Background: an optimization exercise with open tools, aiming at small area and a short achievable clock period. Do not read the settings as production practice.
The RTL was checked by simulation tests, not by an equivalence proof against the original design.

==> inputs of 05-16 <==
==> flow/design.v (excerpt) <==
module conv1d (
    input clk,
    input rst_n,
    input w_valid,
    input [47:0] w_in,
    input [15:0] x,
    input [15:0] b,
    output [31:0] y
);
  wire [16:0] xe = {x, 1'b0};
  wire [7:0] nneg, none, ntwo;
  genvar gi;
  generate for (gi = 0; gi < 8; gi = gi + 1) begin : enc
    assign nneg[gi] = xe[2*gi+2];
    assign none[gi] = xe[2*gi+1] ^ xe[2*gi];
    assign ntwo[gi] = (xe[2*gi+2] & ~xe[2*gi+1] & ~xe[2*gi]) | (~xe[2*gi+2] & xe[2*gi+1] & xe[2*gi]);
  end endgenerate
  reg [7:0] dneg, done, dtwo;
  always @(posedge clk) begin
    done <= none; dtwo <= ntwo;
  end
  wire [17:0] bn = {1'b0, ~b[15], b[15:0]} + {3'b000, x[15], 14'd0};
  reg [15:0] w0, w1, w2;
  reg [17:0] br;
  reg [31:0] a, a2, bs, b2, yr;
  always @(posedge clk or negedge rst_n) begin
    if (!rst_n) begin
      dneg <= 8'd0;
      w0 <= 16'd0; w1 <= 16'd0; w2 <= 16'd0;
      br <= 18'h10000;
    end else begin
      dneg <= nneg;
      if (w_valid) begin
        w0 <= w_in[15:0]; w1 <= w_in[31:16]; w2 <= w_in[47:32];
      end
      br <= bn;
    end
  end
  wire m0_0 = (w0[0] & done[0]) ^ dneg[0];
  wire m0_1 = ((w0[1] & done[0]) | (w0[0] & dtwo[0])) ^ dneg[0];
  wire m0_2 = ((w0[2] & done[0]) | (w0[1] & dtwo[0])) ^ dneg[0];
  wire m0_3 = ((w0[3] & done[0]) | (w0[2] & dtwo[0])) ^ dneg[0];
  wire m0_4 = ((w0[4] & done[0]) | (w0[3] & dtwo[0])) ^ dneg[0];
  wire m0_5 = ((w0[5] & done[0]) | (w0[4] & dtwo[0])) ^ dneg[0];
  wire m0_6 = ((w0[6] & done[0]) | (w0[5] & dtwo[0])) ^ dneg[0];
  wire m0_7 = ((w0[7] & done[0]) | (w0[6] & dtwo[0])) ^ dneg[0];
  wire m0_8 = ((w0[8] & done[0]) | (w0[7] & dtwo[0])) ^ dneg[0];
  ...
==> flow/config.mk <==
export PLATFORM = sky130hd
export DESIGN_NAME = conv1d
export DESIGN_NICKNAME = conv1d
export VERILOG_FILES = /design/flow/design.v
export SDC_FILE = /design/flow/constraint.sdc
export NUM_CORES = 4
export LEC_CHECK = 0
export CAP_MARGIN = 20
export CORE_MARGIN = 2
export CORE_UTILIZATION = 40
export SETUP_SLACK_MARGIN = 5
export SLEW_MARGIN = 20
export SYNTH_HIERARCHICAL = 1
export SYNTH_MINIMUM_KEEP_SIZE = 0
==> flow/constraint.sdc <==
create_clock -name core_clock -period 10.0 [get_ports {clk}]
set_input_delay 2.0000 -clock core_clock [delete_from_list [all_inputs] [get_ports {clk}]]
set_output_delay 2.0000 -clock core_clock [all_outputs]
set_load 0.01 [all_outputs]
run.sh (not shown) runs the stock make flow with config.mk's settings and CLKGATE_MAP_FILE= SYNTH_SCRIPT=/design/flow/synth_recipe.tcl, a recipe that flattens the netlist after the stock synthesis.
==> 12-15: changes against 05-16 <==
==> flow/flow/run.sh (new file) <==
#!/bin/bash
# Standard layout, with plain buf_1 cells as the port buffers instead of
# the delay buffers that buffer_ports picks by default.
cp standard.sh standard_sh_copy.log
export BUFFER_PORTS_ARGS="-buffer_cell sky130_fd_sc_hd__buf_1"
bash standard.sh > standard.log 2>&1
==> flow/standard.sh (new file) <==
#!/bin/bash
# synth_recipe.tcl (not shown) runs the flow's synth.tcl, then flattens the netlist and writes it again
# the make line also repeats each setting of config.mk as NAME=value (left out here)
make -C /OpenROAD-flow-scripts/flow DESIGN_CONFIG=/design/flow/config.mk WORK_HOME=/design/flow/orfs CLKGATE_MAP_FILE= SYNTH_SCRIPT=/design/flow/synth_recipe.tcl "${@:-finish}"
removed: flow/run.sh
==> flow_summary.yaml <==
layout:
  clock_area_frac: 0.0355
sta:
  clock_skew_ns: 0.0278
  tightest_slew_ns: 0.918
placed_design:
  dp.final_hpwl_mm: 46.8
critical_path:
  r2r_cells: 16
  reg2reg_from: "dtwo[0]"
  cp.required_ns: 10.51
  startpoint: "dtwo[0]"
outcome:
  status: "no timing/DRC/antenna violations"
detailed_routing:
  dr.pass1.iters: 8
-- figures above: 12-15

==> flow_summary.yaml <==
outcome:
  status: "no timing/DRC/antenna violations"
critical_path:
  path_depth: 15
  r2r_cells: 15
  cp.required_ns: 10.47
  startpoint: "dtwo[7]"
placed_design:
  dp.cells: 3238
  dp.final_hpwl_mm: 47.7
detailed_routing:
  dr.pass1.iters: 6
sta:
  clock_skew_ns: 0.0157
synth:
  async_reset_ff_frac: 0.936
floorplan:
  core_area_um2: 66000
-- figures above: 05-16


* * *

==> inputs of trial 14 <==
conv1d, a different RTL version from the one above (not shown whole).
==> flow/config.mk <==
export PLATFORM = sky130hd
export DESIGN_NAME = conv1d
export DESIGN_NICKNAME = conv1d
export VERILOG_FILES = /design/flow/design.v
export SDC_FILE = /design/flow/constraint.sdc
export NUM_CORES = 4
export LEC_CHECK = 0
export CAP_MARGIN = 75
export CORE_MARGIN = 2
export CORE_UTILIZATION = 65
export CTS_CLUSTER_DIAMETER = 100
export CTS_CLUSTER_SIZE = 30
export PLACE_DENSITY = 0.75
export SETUP_SLACK_MARGIN = 5
export SLEW_MARGIN = 75
export SYNTH_HIERARCHICAL = 1
export SYNTH_MINIMUM_KEEP_SIZE = 0
==> flow/constraint.sdc <==
create_clock -name core_clock -period 10.0 [get_ports {clk}]
set_input_delay 2.0000 -clock core_clock [delete_from_list [all_inputs] [get_ports {clk}]]
set_output_delay 2.0000 -clock core_clock [all_outputs]
set_load 0.01 [all_outputs]
standard.sh (not shown) runs the stock make flow with config.mk's settings and CLKGATE_MAP_FILE= SYNTH_SCRIPT=/design/flow/synth_recipe.tcl, a recipe that flattens the netlist after the stock synthesis.
==> flow/flow/run.sh <==
#!/bin/bash
# The standard layout (the standard.sh, unchanged), with plain buf_1
# cells as the port buffers instead of the delay buffers that ORFS's
# buffer_ports picks by default.  standard.sh's full output goes to
# standard.log; ORFS writes each step's log under orfs/logs/.
export BUFFER_PORTS_ARGS="-buffer_cell sky130_fd_sc_hd__buf_1"
bash standard.sh > standard.log 2>&1
==> trial 16 (differences from trial 14) <==
==> flow/config.mk (replaced) <==
export PLATFORM = sky130hd
export DESIGN_NAME = conv1d
export DESIGN_NICKNAME = conv1d
export VERILOG_FILES = /design/flow/design.v
export SDC_FILE = /design/flow/constraint.sdc
export NUM_CORES = 4
export LEC_CHECK = 0
export CAP_MARGIN = 75
export CORE_MARGIN = 2
export CORE_UTILIZATION = 70
export CTS_CLUSTER_DIAMETER = 100
export CTS_CLUSTER_SIZE = 30
export PLACE_DENSITY = 0.8
export SETUP_SLACK_MARGIN = 5
export SLEW_MARGIN = 75
export SYNTH_HIERARCHICAL = 1
export SYNTH_MINIMUM_KEEP_SIZE = 0
==> build 32 (differences from trial 14) <==
==> flow/config.mk (replaced) <==
export PLATFORM = sky130hd
export DESIGN_NAME = conv1d
export DESIGN_NICKNAME = conv1d
export VERILOG_FILES = /design/flow/design.v
export SDC_FILE = /design/flow/constraint.sdc
export NUM_CORES = 4
export LEC_CHECK = 0
export CAP_MARGIN = 65
export CORE_MARGIN = 2
export CORE_UTILIZATION = 65
export CTS_CLUSTER_DIAMETER = 100
export CTS_CLUSTER_SIZE = 30
export PLACE_DENSITY = 0.75
export SETUP_SLACK_MARGIN = 5
export SLEW_MARGIN = 65
export SYNTH_HIERARCHICAL = 1
export SYNTH_MINIMUM_KEEP_SIZE = 0
==> build 53 (differences from trial 14) <==
--- a/flow/design.v
+++ b/flow/design.v
@@ -1718,11 +1718,11 @@
   wire m2_132 = ((w2n[13] & none[7]) | (w2n[12] & ntwo[7])) ^ nneg[7];
   wire m2_133 = ((w2n[14] & none[7]) | (w2n[13] & ntwo[7])) ^ nneg[7];
   wire m2_134 = ((w2n[15] & none[7]) | (w2n[14] & ntwo[7])) ^ nneg[7];
   wire m2_135 = ~(((w2n[15] & none[7]) | (w2n[15] & ntwo[7])) ^ nneg[7]);
   wire m2_136, m2_137;
-  HA_2_2 u_m2_136 (.a(nneg[6]), .b(bc0_12), .cout(m2_137), .sum(m2_136));
+  HA_2_2 u_m2_136 (.a(bc0_12), .b(bc1_12), .cout(m2_137), .sum(m2_136));
   wire m2_138, m2_139;
   HA_2_2 u_m2_138 (.a(bc0_13), .b(bc1_13), .cout(m2_139), .sum(m2_138));
   wire m2_140, m2_141;
   CSA_3_2 u_m2_140 (.a(bc0_14), .b(bc1_14), .cin(nneg[7]), .cout(m2_141), .sum(m2_140));
   wire m2_142, m2_143;
@@ -1738,23 +1738,23 @@
   wire m2_152, m2_153;
   CSA_3_2 u_m2_152 (.a(bc0_17), .b(bc1_17), .cin(m2_107), .cout(m2_153), .sum(m2_152));
   wire m2_154, m2_155;
   HA_2_2 u_m2_154 (.a(bc0_18), .b(bc1_18), .cout(m2_155), .sum(m2_154));
   wire m2_156, m2_157;
-  HA_2_2 u_m2_156 (.a(nneg[3]), .b(bc0_6), .cout(m2_157), .sum(m2_156));
+  HA_2_2 u_m2_156 (.a(bc0_6), .b(bc1_6), .cout(m2_157), .sum(m2_156));
   wire m2_158, m2_159;
   HA_2_2 u_m2_158 (.a(bc0_7), .b(bc1_7), .cout(m2_159), .sum(m2_158));
   wire m2_160, m2_161;
-  CSA_3_2 u_m2_160 (.a(nneg[4]), .b(bc0_8), .cin(bc1_8), .cout(m2_161), .sum(m2_160));
+  CSA_3_2 u_m2_160 (.a(bc0_8), .b(bc1_8), .cin(nneg[4]), .cout(m2_161), .sum(m2_160));
   wire m2_162, m2_163;
   HA_2_2 u_m2_162 (.a(m2_23), .b(m2_38), .cout(m2_163), .sum(m2_162));
   wire m2_164, m2_165;
   CSA_3_2 u_m2_164 (.a(bc0_9), .b(bc1_9), .cin(m2_24), .cout(m2_165), .sum(m2_164));
   wire m2_166, m2_167;
   HA_2_2 u_m2_166 (.a(m2_39), .b(m2_54), .cout(m2_167), .sum(m2_166));
   wire m2_168, m2_169;
-  CSA_3_2 u_m2_168 (.a(nneg[5]), .b(bc0_10), .cin(bc1_10), .cout(m2_169), .sum(m2_168));
+  CSA_3_2 u_m2_168 (.a(bc0_10), .b(bc1_10), .cin(nneg[5]), .cout(m2_169), .sum(m2_168));
   wire m2_170, m2_171;
   CSA_3_2 u_m2_170 (.a(m2_10), .b(m2_25), .cin(m2_40), .cout(m2_171), .sum(m2_170));
   wire m2_172, m2_173;
   HA_2_2 u_m2_172 (.a(m2_55), .b(m2_70), .cout(m2_173), .sum(m2_172));
   wire m2_174, m2_175;
@@ -1762,11 +1762,11 @@
   wire m2_176, m2_177;
   CSA_3_2 u_m2_176 (.a(m2_26), .b(m2_41), .cin(m2_56), .cout(m2_177), .sum(m2_176));
   wire m2_178, m2_179;
   HA_2_2 u_m2_178 (.a(m2_71), .b(m2_86), .cout(m2_179), .sum(m2_178));
   wire m2_180, m2_181;
-  CSA_3_2 u_m2_180 (.a(bc1_12), .b(m2_136), .cin(m2_102), .cout(m2_181), .sum(m2_180));
+  CSA_3_2 u_m2_180 (.a(m2_136), .b(nneg[6]), .cin(m2_102), .cout(m2_181), .sum(m2_180));
   wire m2_182, m2_183;
   CSA_3_2 u_m2_182 (.a(m2_12), .b(m2_27), .cin(m2_42), .cout(m2_183), .sum(m2_182));
   wire m2_184, m2_185;
   CSA_3_2 u_m2_184 (.a(m2_57), .b(m2_72), .cin(m2_87), .cout(m2_185), .sum(m2_184));
   wire m2_186, m2_187;
@@ -2598,39 +2598,39 @@
       bc0_29 <= m1_464;
       bc1_29 <= m1_463;
       bc0_30 <= m1_466;
       bc1_30 <= m1_465;
       bc0_31 <= m1_467;
-      sc0_0 <= nneg[0];
-      sc1_0 <= bc0_0;
-      sc2_0 <= bc1_0;
+      sc0_0 <= bc0_0;
+      sc1_0 <= bc1_0;
+      sc2_0 <= nneg[0];
       sc3_0 <= m2_0;
       sc0_1 <= bc0_1;
       sc1_1 <= bc1_1;
       sc2_1 <= m2_1;
-      sc0_2 <= nneg[1];
-      sc1_2 <= bc0_2;
-      sc2_2 <= bc1_2;
+      sc0_2 <= bc0_2;
+      sc1_2 <= bc1_2;
+      sc2_2 <= nneg[1];
       sc3_2 <= m2_17;
       sc4_2 <= m2_2;
       sc0_3 <= bc0_3;
       sc1_3 <= bc1_3;
       sc2_3 <= m2_18;
       sc3_3 <= m2_3;
-      sc0_4 <= nneg[2];
-      sc1_4 <= bc0_4;
-      sc2_4 <= bc1_4;
+      sc0_4 <= bc0_4;
+      sc1_4 <= bc1_4;
+      sc2_4 <= nneg[2];
       sc3_4 <= m2_19;
       sc4_4 <= m2_34;
       sc5_4 <= m2_4;
       sc0_5 <= bc0_5;
       sc1_5 <= bc1_5;
       sc2_5 <= m2_20;
       sc3_5 <= m2_35;
       sc4_5 <= m2_5;
-      sc0_6 <= bc1_6;
-      sc1_6 <= m2_156;
+      sc0_6 <= m2_156;
+      sc1_6 <= nneg[3];
       sc2_6 <= m2_21;
       sc3_6 <= m2_36;
       sc4_6 <= m2_51;
       sc5_6 <= m2_6;
       sc0_7 <= m2_157;
==> impl_results.md <==
- Xor and xnor area share after synthesis: 12.97%
- Share of the yosys chip area belonging to registers: 38.65%
- Outcome: complete, no violations
- RR Startpoint: dneg[2]
- Worst setup path endpoint: sc5_17
- Fraction of area in multi-input gates: approximately 55%
- Vias in the first global route: 20090
The numbers above come from trial 16.

==> impl_results.md <==
- CP top delay family: adder cells
- Share of the yosys chip area belonging to registers: 38.65%
- Post-synth top cells: dfrtp_1, fa_1, xnor2_1
- CP max FO: 37
- Yosys warns: 7
- Outcome: complete, no violations
- Vias in the first global route: 19990
- CP Capture Type: flip-flop
The numbers above come from build 32.

==> impl_results.md <==
- Vias in the first global route: 19970
- Fraction of area in multi-input gates: 54.64%
- Xor and xnor area share after synthesis: between 10% and 20%
- Share of the yosys chip area belonging to registers: 38.65%
- Outcome: complete, no violations
The numbers above come from trial 14.

==> impl_results.md <==
- Outcome: complete, no violations
- Share of the yosys chip area belonging to registers: between 30% and 40%
- RR Startpoint: dneg[2]
- Xor and xnor area share after synthesis: 12.98%
- Worst setup path endpoint: yr[31]
The numbers above come from build 53.


* * *

==> run a <==
conv1d again, from the RTL that the note above started with.
==> flow/config.mk <==
export PLATFORM = sky130hd
export DESIGN_NAME = conv1d
export DESIGN_NICKNAME = conv1d
export VERILOG_FILES = /design/flow/design.v
export SDC_FILE = /design/flow/constraint.sdc
export NUM_CORES = 4
export LEC_CHECK = 0
export CAP_MARGIN = 75
export CORE_MARGIN = 2
export CORE_UTILIZATION = 60
export CTS_CLUSTER_DIAMETER = 100
export CTS_CLUSTER_SIZE = 30
export PLACE_DENSITY = 0.7
export SETUP_SLACK_MARGIN = 5
export SLEW_MARGIN = 75
export SYNTH_HIERARCHICAL = 1
export SYNTH_MINIMUM_KEEP_SIZE = 0
==> flow/constraint.sdc <==
create_clock -name core_clock -period 10.0 [get_ports {clk}]
set_input_delay 2.0000 -clock core_clock [delete_from_list [all_inputs] [get_ports {clk}]]
set_output_delay 2.0000 -clock core_clock [all_outputs]
set_load 0.01 [all_outputs]
Scripts as last shown in full above: flow/flow/run.sh
==> run b: changes against run a <==
Settings changed: CAP_MARGIN 75 to 60, CORE_UTILIZATION 60 to 65, PLACE_DENSITY 0.7 to 0.75.
==> run c: changes against run a <==
Settings changed: CAP_MARGIN 75 to 80, CORE_UTILIZATION 60 to 65, PLACE_DENSITY 0.7 to 0.75, SLEW_MARGIN 75 to 80.
==> run d: changes against run a <==
Settings changed: CAP_MARGIN 75 to 85, CORE_UTILIZATION 60 to 65, PLACE_DENSITY 0.7 to 0.75, SLEW_MARGIN 75 to 85.
==> comparison table <==
Run status: run d finished clean; run c finished clean; run b finished clean; run a finished clean
Drt pass-1 iters: run d 6; run c 6; run b 7; run a 6
Multi-input logic portion of the cell area: run d 54.46%; run c 53.53%; run b 54.65%; run a 54.18%
Number of antenna repair diodes: run d 0; run c 1; run b 0; run a 0
Global-route wire length before repair: run d 116400 um; run c 113400 um; run b 110900 um; run a 114900 um
Reg2reg start: run d w1[4]; run c dneg[2]; run b dneg[2]; run a dneg[2]
Overall die height: run d 219.9 um; run c 219.9 um; run b 219.9 um; run a 228.8 um
Area after detailed placement: run d 33890 sq um; run c 32190 sq um; run b 31700 sq um; run a 31840 sq um
Area fraction of clock buffers and clock inverters: run d 1.494%; run c 1.786%; run b 1.678%; run a 2.035%
Total area of multi-input combinational cells: run d 19800 sq um; run c 17700 sq um; run b 17640 sq um; run a 17620 sq um
Final core area utilization: run d 78.58%; run c 71.49%; run b 69.78%; run a 65.10%
Worst R2R Path Depth: run d 8; run c 10; run b 10; run a 11
Slack of the critical path: run d 5631 ps; run c 6019 ps; run b 6176 ps; run a 6171 ps

-- afterwards: timing with drivers on the ports --
How much do the figures lean on ideal ports? The routed layouts below were timed once more, with nothing changed but the port constraints.
Step 1 assumes that a clkbuf_16 drives the clock port and a buf_2 every other input.
Step 2 moves the port delays by t, midway between the first and last clock arrival at a register: inputs arrive t later, outputs are due t later. That takes back most of the time a late clock gives input paths.
Slacks: ideal / step 1 / step 2; pairs: ideal / step 1.
| run | t, ns | setup slack, ns | clock arrival spread, ns | slew at the worst register clock pin (ns) | worst data-port slew with drivers (ns) |
|---|---|---|---|---|---|
| 05-16 | 0.637 | 5.056 / 5.056 / 5.056 | 0.016 / 0.016 | 0.07 / 0.07 | 0.05 |
| 12-15 | 0.651 | 5.040 / 5.040 / 5.040 | 0.028 / 0.028 | 0.07 / 0.07 | 0.04 |
| trial 14 | 0.601 | 6.204 / 6.221 / 5.639 | 0.019 / 0.019 | 0.12 / 0.12 | 0.08 |
| trial 16 | 0.607 | 6.190 / 6.227 / 5.621 | 0.028 / 0.027 | 0.12 / 0.12 | 0.06 |
| build 32 | 0.597 | 6.040 / 6.040 / 5.501 | 0.019 / 0.019 | 0.12 / 0.12 | 0.07 |
| build 53 | 0.614 | 6.156 / 6.156 / 5.644 | 0.024 / 0.024 | 0.12 / 0.12 | 0.07 |
| run a | 0.631 | 6.171 / 6.171 / 5.631 | 0.053 / 0.053 | 0.12 / 0.12 | 0.06 |
| run b | 0.605 | 6.176 / 6.198 / 5.609 | 0.022 / 0.023 | 0.12 / 0.12 | 0.08 |
| run c | 0.611 | 6.019 / 6.053 / 5.442 | 0.023 / 0.023 | 0.12 / 0.12 | 0.08 |
| run d | 0.615 | 5.631 / 5.664 / 5.049 | 0.034 / 0.034 | 0.12 / 0.12 | 0.08 |
After both steps setup and hold are still met in every run listed. For run d, which loses most, drivers alone change the setup slack by +0.033 ns; drivers and shift together by -0.582 ns.
